Background: an optimization exercise with open tools, aiming at small area. Do not read the settings as production practice.
Where RTL was checked, it was by simulation tests only, not by an equivalence proof against the original.

==> module ibis_texture_mapper, before the edit <==
module ibis_texture_mapper
#(parameter TILE_SIZE_POW2_MAX = 9,
  parameter WIDTH = 11)
 (input wire logic aclk,
  input wire logic aresetn,
  input wire logic enable,
  input wire logic unsigned [6:0] write_registers,
  input wire logic unsigned [WIDTH - 1:0] x,
  input wire logic unsigned [WIDTH - 1:0] y,
  input wire logic unsigned [2:0] texture_power2,
  input wire logic signed [17:0] texture_matrixA,
  input wire logic signed [17:0] texture_matrixB,
  input wire logic signed [17:0] texture_matrixC,
  input wire logic signed [17:0] texture_matrixD,
  input wire logic signed [17:0] texture_translateX,
  input wire logic signed [17:0] texture_translateY,
  output logic unsigned [(TILE_SIZE_POW2_MAX * 2) - 1:0] map_address,
  output logic stencil_test,
  output logic stencil_step,
  output logic ready);
  logic [4:0] r_js;
  always_ff @(posedge aclk) begin
    if(!aresetn) r_js <= 5'b00000;
    else if(enable) r_js <= {r_js[3:0], ~r_js[4]};
  end
  wire ph0 = ~r_js[4] & ~r_js[0];
  wire ph1 =  r_js[0] & ~r_js[1];
  wire ph2 =  r_js[1] & ~r_js[2];
  wire ph3 =  r_js[2] & ~r_js[3];
  wire ph4 =  r_js[3] & ~r_js[4];
  wire ph5 =  r_js[4] &  r_js[0];
  wire ph6 = ~r_js[0] &  r_js[1];
  wire ph7 = ~r_js[1] &  r_js[2];
  wire ph8 = ~r_js[2] &  r_js[3];
  wire ph9 = ~r_js[3] &  r_js[4];
  logic [2:0] r_tp;  
  logic signed [17:0] r_A, r_B, r_C, r_D, r_Tx, r_Ty;
  logic [5:0] r_w;
  wire wr = enable & ph0;
  always_ff @(posedge aclk) begin
    if(!aresetn) begin
      r_tp <= 3'd4;
      r_w <= 6'b0;
    end else begin
      if(wr & write_registers[6]) r_tp <= texture_power2;
      if(wr) r_w <= r_w | write_registers[5:0];
    end
  end
  always_ff @(posedge aclk) begin
    if(wr & write_registers[4]) r_Tx <= texture_translateX;
    if(wr & write_registers[5]) r_Ty <= texture_translateY;
    if(wr & write_registers[0]) r_A <= texture_matrixA;
    if(wr & write_registers[1]) r_B <= texture_matrixB;
    if(wr & write_registers[2]) r_C <= texture_matrixC;
    if(wr & write_registers[3]) r_D <= texture_matrixD;
  end
  wire useT_y = ph2 | ph3 | ph4 | ph6 | ph8;
  wire [17:0] tsel = useT_y ? (r_Ty & {18{r_w[5]}}) : (r_Tx & {18{r_w[4]}});
  logic [9:0] r_xh, r_yh;
  wire [9:0] xyh_n;
  ibis_tm_rca #(10) u_xyh(.a({1'b0, ph3 ? y[8:0] : x[8:0]}), .b(~tsel[17:8]), .ci(~|tsel[7:0]), .s(xyh_n));
  always_ff @(posedge aclk) begin
    if(enable & ph1) r_xh <= xyh_n;
    if(enable & ph3) r_yh <= xyh_n;
  end
  wire useY = ph2 | ph4 | ph6 | ph8;
  wire hi   = ph3 | ph4 | ph7 | ph8;
  wire start = ph1 | ph5;
  wire [7:0] tlo = tsel[7:0];
  wire [8:0] lo_c;
  wire [7:0] lo;  
  assign lo_c[0] = 1'b1;
  for(genvar i = 0; i < 8; i++) begin: g_neg
    assign lo[i] = ~tlo[i] ^ lo_c[i];
    assign lo_c[i + 1] = ~tlo[i] & lo_c[i];
  end
  wire [9:0] hv = useY ? r_yh : r_xh;
  wire [10:0] win = hi ? {hv, 1'b0} : {2'b00, lo, 1'b0};
  wire selA = enable & (ph1 | ph3);
  wire selB = enable & (ph2 | ph4);
  wire selC = enable & (ph5 | ph7);
  wire selD = enable & (ph6 | ph8);
  wire [17:0] msel = ({18{selA & r_w[0]}} & r_A) | ({18{selB & r_w[1]}} & r_B)
                   | ({18{selC & r_w[2]}} & r_C) | ({18{selD & r_w[3]}} & r_D)
                   | {9'b0, (selA & ~r_w[0]) | (selD & ~r_w[3]), 8'b0};
  logic signed [27:0] r_S;
  logic signed [27:0] acc_in;
  always_comb begin
    if(enable & start) acc_in = 28'sd1 << (17 + r_tp);
    else if(enable & (ph3 | ph7)) acc_in = r_S >>> 8;
    else acc_in = r_S;
  end
  wire [27:0] sum;
  ibis_tm_mac u_mac(.m(msel), .win(win), .acc(acc_in), .sum(sum));
  always_ff @(posedge aclk) begin
    r_S <= sum;
  end
  function automatic logic zero_hi(input logic [27:0] h, input logic [2:0] tp);
    logic [7:0] m;
    m = 8'hff << tp;  
    zero_hi = ~|h[27:18] & ~|(h[17:10] & m);
  endfunction
  logic [8:0] r_uk;  
  logic r_zu;        
  always_ff @(posedge aclk) begin
    if(enable & ph4) begin
      r_uk <= sum[16:8];
      r_zu <= zero_hi(sum, r_tp);
    end
  end
  logic r_sx, r_sy, r_tx, r_ty;
  always_ff @(posedge aclk) begin
    if(!aresetn) begin
      r_sx <= 1'b0;
      r_sy <= 1'b0;
    end else begin
      if(enable & ph6) r_sx <= r_zu;
      if(enable & ph8) r_sy <= zero_hi(sum, r_tp);
    end
  end
  always_ff @(posedge aclk) begin
    if(enable & ph8) begin
      r_tx <= ~r_uk[r_tp];
      r_ty <= ~sum[8 + r_tp];
    end
  end
  logic [17:0] r_addr;
  wire [17:0] addr_n;
  wire [8:0] amask = ~(9'h1fc << r_tp);
  wire [17:0] av = {9'b0, r_S[16:8] & amask} << 2;
  wire [17:0] av1 = r_tp[0] ? {av[16:0], 1'b0} : av;
  wire [17:0] av2 = r_tp[1] ? {av1[15:0], 2'b0} : av1;
  wire [17:0] av3 = r_tp[2] ? {av2[13:0], 4'b0} : av2;
  assign addr_n = av3 | {9'b0, r_uk & amask};
  always_ff @(posedge aclk) begin
    if(enable & ph9) r_addr <= addr_n;
  end
  assign map_address = r_addr;
  assign ready = ph9;
  assign stencil_test = r_sx & r_sy;
  assign stencil_step = r_tx & r_ty;
endmodule
clock: 10.0 ns
lec_check: 0
abc_area: 1
cap_margin: 20
core_margin: 2
core_utilization: 40
slew_margin: 20
standard.sh (not shown) runs the stock make flow with config.mk's settings and CLKGATE_MAP_FILE= SYNTH_SCRIPT=/design/flow/synth_recipe.tcl, a recipe that flattens the netlist after the stock synthesis.
==> flow/flow/run.sh <==
#!/bin/bash
set -euo pipefail
here=$(pwd)
rm -rf "$here/orfs_scripts"
cp -r "$FLOW_HOME/scripts" "$here/orfs_scripts"
cp "$here/flow/abc_area.script" "$here/orfs_scripts/abc_area.script"
export SCRIPTS_DIR="$here/orfs_scripts"
export SYNTH_ARGS="-noabc"
export BUFFER_PORTS_ARGS="-buffer_cell sky130_fd_sc_hd__buf_1"
export CTS_ARGS="-sink_clustering_enable -repair_clock_nets -dont_use_dummy_load -sink_clustering_size 8 -sink_clustering_max_diameter 40 -buf_list sky130_fd_sc_hd__clkbuf_4"
bash standard.sh > standard.log 2>&1
==> flow/flow/abc_area.script <==
strash
dc2
dch -f
map -a
topo
Next try:
--- a/flow/design.v
+++ b/flow/design.v
@@ -56,19 +56,20 @@
     if(wr & write_registers[2]) r_C <= texture_matrixC;
     if(wr & write_registers[3]) r_D <= texture_matrixD;
   end
-  wire useT_y = ph2 | ph3 | ph4 | ph6 | ph8;
-  wire [17:0] tsel = useT_y ? (r_Ty & {18{r_w[5]}}) : (r_Tx & {18{r_w[4]}});
   logic [9:0] r_xh, r_yh;
-  wire [9:0] xyh_n;
-  ibis_tm_rca #(10) u_xyh(.a({1'b0, ph3 ? y[8:0] : x[8:0]}), .b(~tsel[17:8]), .ci(~|tsel[7:0]), .s(xyh_n));
+  wire [9:0] xh_n, yh_n;
+  wire [17:0] tx = r_Tx & {18{r_w[4]}};
+  wire [17:0] ty = r_Ty & {18{r_w[5]}};
+  ibis_tm_rca #(10) u_xh(.a({1'b0, x[8:0]}), .b(~tx[17:8]), .ci(~|tx[7:0]), .s(xh_n));
+  ibis_tm_rca #(10) u_yh(.a({1'b0, y[8:0]}), .b(~ty[17:8]), .ci(~|ty[7:0]), .s(yh_n));
   always_ff @(posedge aclk) begin
-    if(enable & ph1) r_xh <= xyh_n;
-    if(enable & ph3) r_yh <= xyh_n;
+    if(enable & ph1) r_xh <= xh_n;
+    if(enable & ph3) r_yh <= yh_n;
   end
   wire useY = ph2 | ph4 | ph6 | ph8;
   wire hi   = ph3 | ph4 | ph7 | ph8;
   wire start = ph1 | ph5;
-  wire [7:0] tlo = tsel[7:0];
+  wire [7:0] tlo = useY ? ty[7:0] : tx[7:0];
   wire [8:0] lo_c;
   wire [7:0] lo;  
   assign lo_c[0] = 1'b1;
What happened:
- fmax falls by about 0.55%
- first-iteration DRC count rises by 20%
- critical path depth falls by 4
- synthesized cell count rises by 9.4%
- cell area rises by about 2.6%
No functional check of the RTL was part of the second run of this note.


P:
Another version of the RTL of ibis_texture_mapper (not shown whole).
Size in the first run: roughly 1100 cells after synthesis, roughly 160 I/O pins, about 13000 sq um of cells after synthesis.
==> module ibis_texture_mapper, before the edit <==
module ibis_texture_mapper
#(parameter TILE_SIZE_POW2_MAX = 9,
  parameter WIDTH = 11)
 (input wire logic aclk,
  input wire logic aresetn,
  input wire logic enable,
  input wire logic unsigned [6:0] write_registers,
  input wire logic unsigned [WIDTH - 1:0] x,
  input wire logic unsigned [WIDTH - 1:0] y,
  input wire logic unsigned [2:0] texture_power2,
  input wire logic signed [17:0] texture_matrixA,
  input wire logic signed [17:0] texture_matrixB,
  input wire logic signed [17:0] texture_matrixC,
  input wire logic signed [17:0] texture_matrixD,
  input wire logic signed [17:0] texture_translateX,
  input wire logic signed [17:0] texture_translateY,
  output logic unsigned [(TILE_SIZE_POW2_MAX * 2) - 1:0] map_address,
  output logic stencil_test,
  output logic stencil_step,
  output logic ready);
  logic [4:0] r_js;
  always_ff @(posedge aclk) begin
    if(!aresetn) r_js <= 5'b00000;
    else if(enable) r_js <= {r_js[3:0], ~r_js[4]};
  end
  wire ph0 = ~r_js[4] & ~r_js[0];
  wire ph1 =  r_js[0] & ~r_js[1];
  wire ph2 =  r_js[1] & ~r_js[2];
  wire ph3 =  r_js[2] & ~r_js[3];
  wire ph4 =  r_js[3] & ~r_js[4];
  wire ph5 =  r_js[4] &  r_js[0];
  wire ph6 = ~r_js[0] &  r_js[1];
  wire ph7 = ~r_js[1] &  r_js[2];
  wire ph8 = ~r_js[2] &  r_js[3];
  wire ph9 = ~r_js[3] &  r_js[4];
  logic [2:0] r_tp;  
  logic signed [17:0] r_A, r_B, r_C, r_D, r_Tx, r_Ty;
  logic [5:0] r_w;
  wire wr = enable & ph0;
  always_ff @(posedge aclk) begin
    if(!aresetn) begin
      r_tp <= 3'd4;
      r_w <= 6'b0;
    end else begin
      if(wr & write_registers[6]) r_tp <= texture_power2;
      if(wr) r_w <= r_w | write_registers[5:0];
    end
  end
  always_ff @(posedge aclk) begin
    if(wr & write_registers[4]) r_Tx <= texture_translateX;
    if(wr & write_registers[5]) r_Ty <= texture_translateY;
    if(wr & write_registers[0]) r_A <= texture_matrixA;
    if(wr & write_registers[1]) r_B <= texture_matrixB;
    if(wr & write_registers[2]) r_C <= texture_matrixC;
    if(wr & write_registers[3]) r_D <= texture_matrixD;
  end
  wire useT_y = ph2 | ph3 | ph4 | ph6 | ph8;
  wire [17:0] tsel = useT_y ? (r_Ty & {18{r_w[5]}}) : (r_Tx & {18{r_w[4]}});
  logic [9:0] r_xh, r_yh;
  wire [9:0] xyh_n;
  wire tlo_nz = |tsel[7:0];
  ibis_tm_rca #(10) u_xyh(.a({1'b0, ph3 ? y[8:0] : x[8:0]}), .b(~tsel[17:8]), .ci(~tlo_nz), .s(xyh_n));
  always_ff @(posedge aclk) begin
    if(enable & ph1) r_xh <= xyh_n;
    if(enable & ph3) r_yh <= xyh_n;
  end
  wire useY = ph2 | ph4 | ph6 | ph8;
  wire hi   = ph3 | ph4 | ph7 | ph8;
  wire start = ph1 | ph5;
  wire [9:0] hv = useY ? r_yh : r_xh;
  wire [10:0] win = hi ? {hv, 1'b0} : {tlo_nz, tlo_nz, tsel[7:0], 1'b0};
  wire selA = enable & (ph1 | ph3);
  wire selB = enable & (ph2 | ph4);
  wire selC = enable & (ph5 | ph7);
  wire selD = enable & (ph6 | ph8);
  wire [17:0] msel = ({18{selA & r_w[0]}} & r_A) | ({18{selB & r_w[1]}} & r_B)
                   | ({18{selC & r_w[2]}} & r_C) | ({18{selD & r_w[3]}} & r_D)
                   | {9'b0, (selA & ~r_w[0]) | (selD & ~r_w[3]), 8'b0};
  logic signed [27:0] r_S;
  logic signed [27:0] acc_in;
  always_comb begin
    if(enable & start) acc_in = 28'sd1 << (17 + r_tp);
    else if(enable & (ph3 | ph7)) acc_in = r_S >>> 8;
    else acc_in = r_S;
  end
  wire [27:0] sum;
  ibis_tm_mac u_mac(.m(msel), .win(win), .flip(~hi), .acc(acc_in), .sum(sum));
  always_ff @(posedge aclk) begin
    r_S <= sum;
  end
  function automatic logic zero_hi(input logic [27:0] h, input logic [2:0] tp);
    logic [7:0] m;
    m = 8'hff << tp;  
    zero_hi = ~|h[27:18] & ~|(h[17:10] & m);
  endfunction
  wire z_S = zero_hi(r_S, r_tp);
  logic [8:0] r_uk;  
  logic r_zu;        
  always_ff @(posedge aclk) begin
    if(enable & ph5) begin
      r_uk <= r_S[16:8];
      r_zu <= z_S;
    end
  end
  wire step_n = ~r_uk[r_tp] & ~r_S[8 + r_tp];  
  logic r_sx, r_sy, r_step;
  always_ff @(posedge aclk) begin
    if(!aresetn) begin
      r_sx <= 1'b0;
      r_sy <= 1'b0;
    end else begin
      if(enable & ph6) r_sx <= r_zu;
      if(enable & ph9) r_sy <= z_S;
    end
  end
  always_ff @(posedge aclk) begin
    if(enable & ph9) r_step <= step_n;
  end
  logic [17:0] r_addr;
  wire [17:0] addr_n;
  wire [8:0] amask = ~(9'h1fc << r_tp);
  wire [17:0] av = {9'b0, r_S[16:8] & amask} << 2;
  wire [17:0] av1 = r_tp[0] ? {av[16:0], 1'b0} : av;
  wire [17:0] av2 = r_tp[1] ? {av1[15:0], 2'b0} : av1;
  wire [17:0] av3 = r_tp[2] ? {av2[13:0], 4'b0} : av2;
  assign addr_n = av3 | {9'b0, r_uk & amask};
  always_ff @(posedge aclk) begin
    if(enable & ph9) r_addr <= addr_n;
  end
  assign map_address = r_addr;
  assign ready = ph9;
  assign stencil_test = r_sx & (ph9 ? z_S : r_sy);
  assign stencil_step = ph9 ? step_n : r_step;
endmodule
==> flow/config.mk <==
export PLATFORM = sky130hd
export DESIGN_NAME = ibis_texture_mapper
export DESIGN_NICKNAME = ibis_texture_mapper
export VERILOG_FILES = /design/flow/design.v
export SDC_FILE = /design/flow/constraint.sdc
export NUM_CORES = 4
export LEC_CHECK = 0
export ABC_AREA = 1
export CAP_MARGIN = 20
export CORE_MARGIN = 2
export CORE_UTILIZATION = 40
export SLEW_MARGIN = 20
==> flow/constraint.sdc <==
create_clock -name core_clock -period 10.0 [get_ports {aclk}]
set_input_delay 2.0000 -clock core_clock [delete_from_list [all_inputs] [get_ports {aclk}]]
set_output_delay 2.0000 -clock core_clock [all_outputs]
set_load 0.01 [all_outputs]
==> flow/flow/abc_area.script <==
strash
dc2
dch -f
amap
topo
stime -c
buffer -c
upsize -c
dnsize -c
Scripts as last shown in full above: flow/flow/run.sh
## Diff of input files: Q against P
diff --git a/flow/design.v b/flow/design.v
--- a/flow/design.v
+++ b/flow/design.v
@@ -93,32 +93,32 @@
   function automatic logic zero_hi(input logic [27:0] h, input logic [2:0] tp);
     logic [7:0] m;
     m = 8'hff << tp;  
     zero_hi = ~|h[27:18] & ~|(h[17:10] & m);
   endfunction
-  wire z_S = zero_hi(r_S, r_tp);
   logic [8:0] r_uk;  
   logic r_zu;        
   always_ff @(posedge aclk) begin
-    if(enable & ph5) begin
-      r_uk <= r_S[16:8];
-      r_zu <= z_S;
+    if(enable & ph4) begin
+      r_uk <= sum[16:8];
+      r_zu <= zero_hi(sum, r_tp);
     end
   end
-  wire step_n = ~r_uk[r_tp] & ~r_S[8 + r_tp];  
   logic r_sx, r_sy, r_step;
   always_ff @(posedge aclk) begin
     if(!aresetn) begin
       r_sx <= 1'b0;
       r_sy <= 1'b0;
     end else begin
       if(enable & ph6) r_sx <= r_zu;
-      if(enable & ph9) r_sy <= z_S;
+      if(enable & ph8) r_sy <= zero_hi(sum, r_tp);
     end
   end
   always_ff @(posedge aclk) begin
-    if(enable & ph9) r_step <= step_n;
+    if(enable & ph8) begin
+      r_step <= ~r_uk[r_tp] & ~sum[8 + r_tp];  
+    end
   end
   logic [17:0] r_addr;
   wire [17:0] addr_n;
   wire [8:0] amask = ~(9'h1fc << r_tp);
   wire [17:0] av = {9'b0, r_S[16:8] & amask} << 2;
@@ -129,12 +129,12 @@
   always_ff @(posedge aclk) begin
     if(enable & ph9) r_addr <= addr_n;
   end
   assign map_address = r_addr;
   assign ready = ph9;
-  assign stencil_test = r_sx & (ph9 ? z_S : r_sy);
-  assign stencil_step = ph9 ? step_n : r_step;
+  assign stencil_test = r_sx & r_sy;
+  assign stencil_step = r_step;
 endmodule
 module ibis_tm_mac(input wire [17:0] m, input wire [10:0] win, input wire flip, input wire [27:0] acc, output wire [27:0] sum);
   wire [18:0] m1 = {m[17], m};
   wire [18:0] m2 = {m, 1'b0};
   wire neg0 = win[2] ^ flip;
### Flow results
Fmax | Q vs P | Q slower. Number of optimization iterations in the first detailed-route pass in Q is 1 below P. Going from P to Q, routed wire length on met3 shrank by a little under 10%. Between Q and P, the number of hold violations in the final report does not differ in any meaningful way. Fraction of layout instances using a drive strength above 1 in Q is 0.98 points higher than in P. Any difference in sequential cell count between P and Q is small enough to ignore. Q against P: post-synth net total fell 17; die area fell 0.72%.

==> port drivers added, routing unchanged <==
The flow's constraints put no driver on any port. The routed layouts listed below were extracted and timed again, unchanged, in two steps. Step 1, drivers: a clkbuf_16 drives aclk and a buf_2 each remaining input, both assumed. Step 2 also shifts input and output timing later by t, the mid clock arrival at the registers, as if the neighbouring blocks saw the same clock. Slacks: no drivers / after step 1 / after step 2; pairs: no drivers / after step 1.
run | shift t [ns] | setup slack, ns | latest minus earliest clock arrival (ns) | worst data-port slew with drivers (ns)
the first run of note 1 | 0.609 | 0.845 / 0.845 / 0.384 | 0.132 / 0.132 | 0.05
the second run of note 1 | 0.641 | 0.794 / 0.800 / 0.159 | 0.049 / 0.050 | 0.05
P | 0.643 | 1.375 / 1.403 / 0.760 | 0.087 / 0.087 | 0.04
Q | 0.733 | 0.840 / 0.860 / 0.127 | 0.110 / 0.109 | 0.04
After both steps setup and hold are still met in every run listed. The setup slack of Q, which loses most, moves by +0.020 ns with the drivers and by -0.713 ns with both steps.
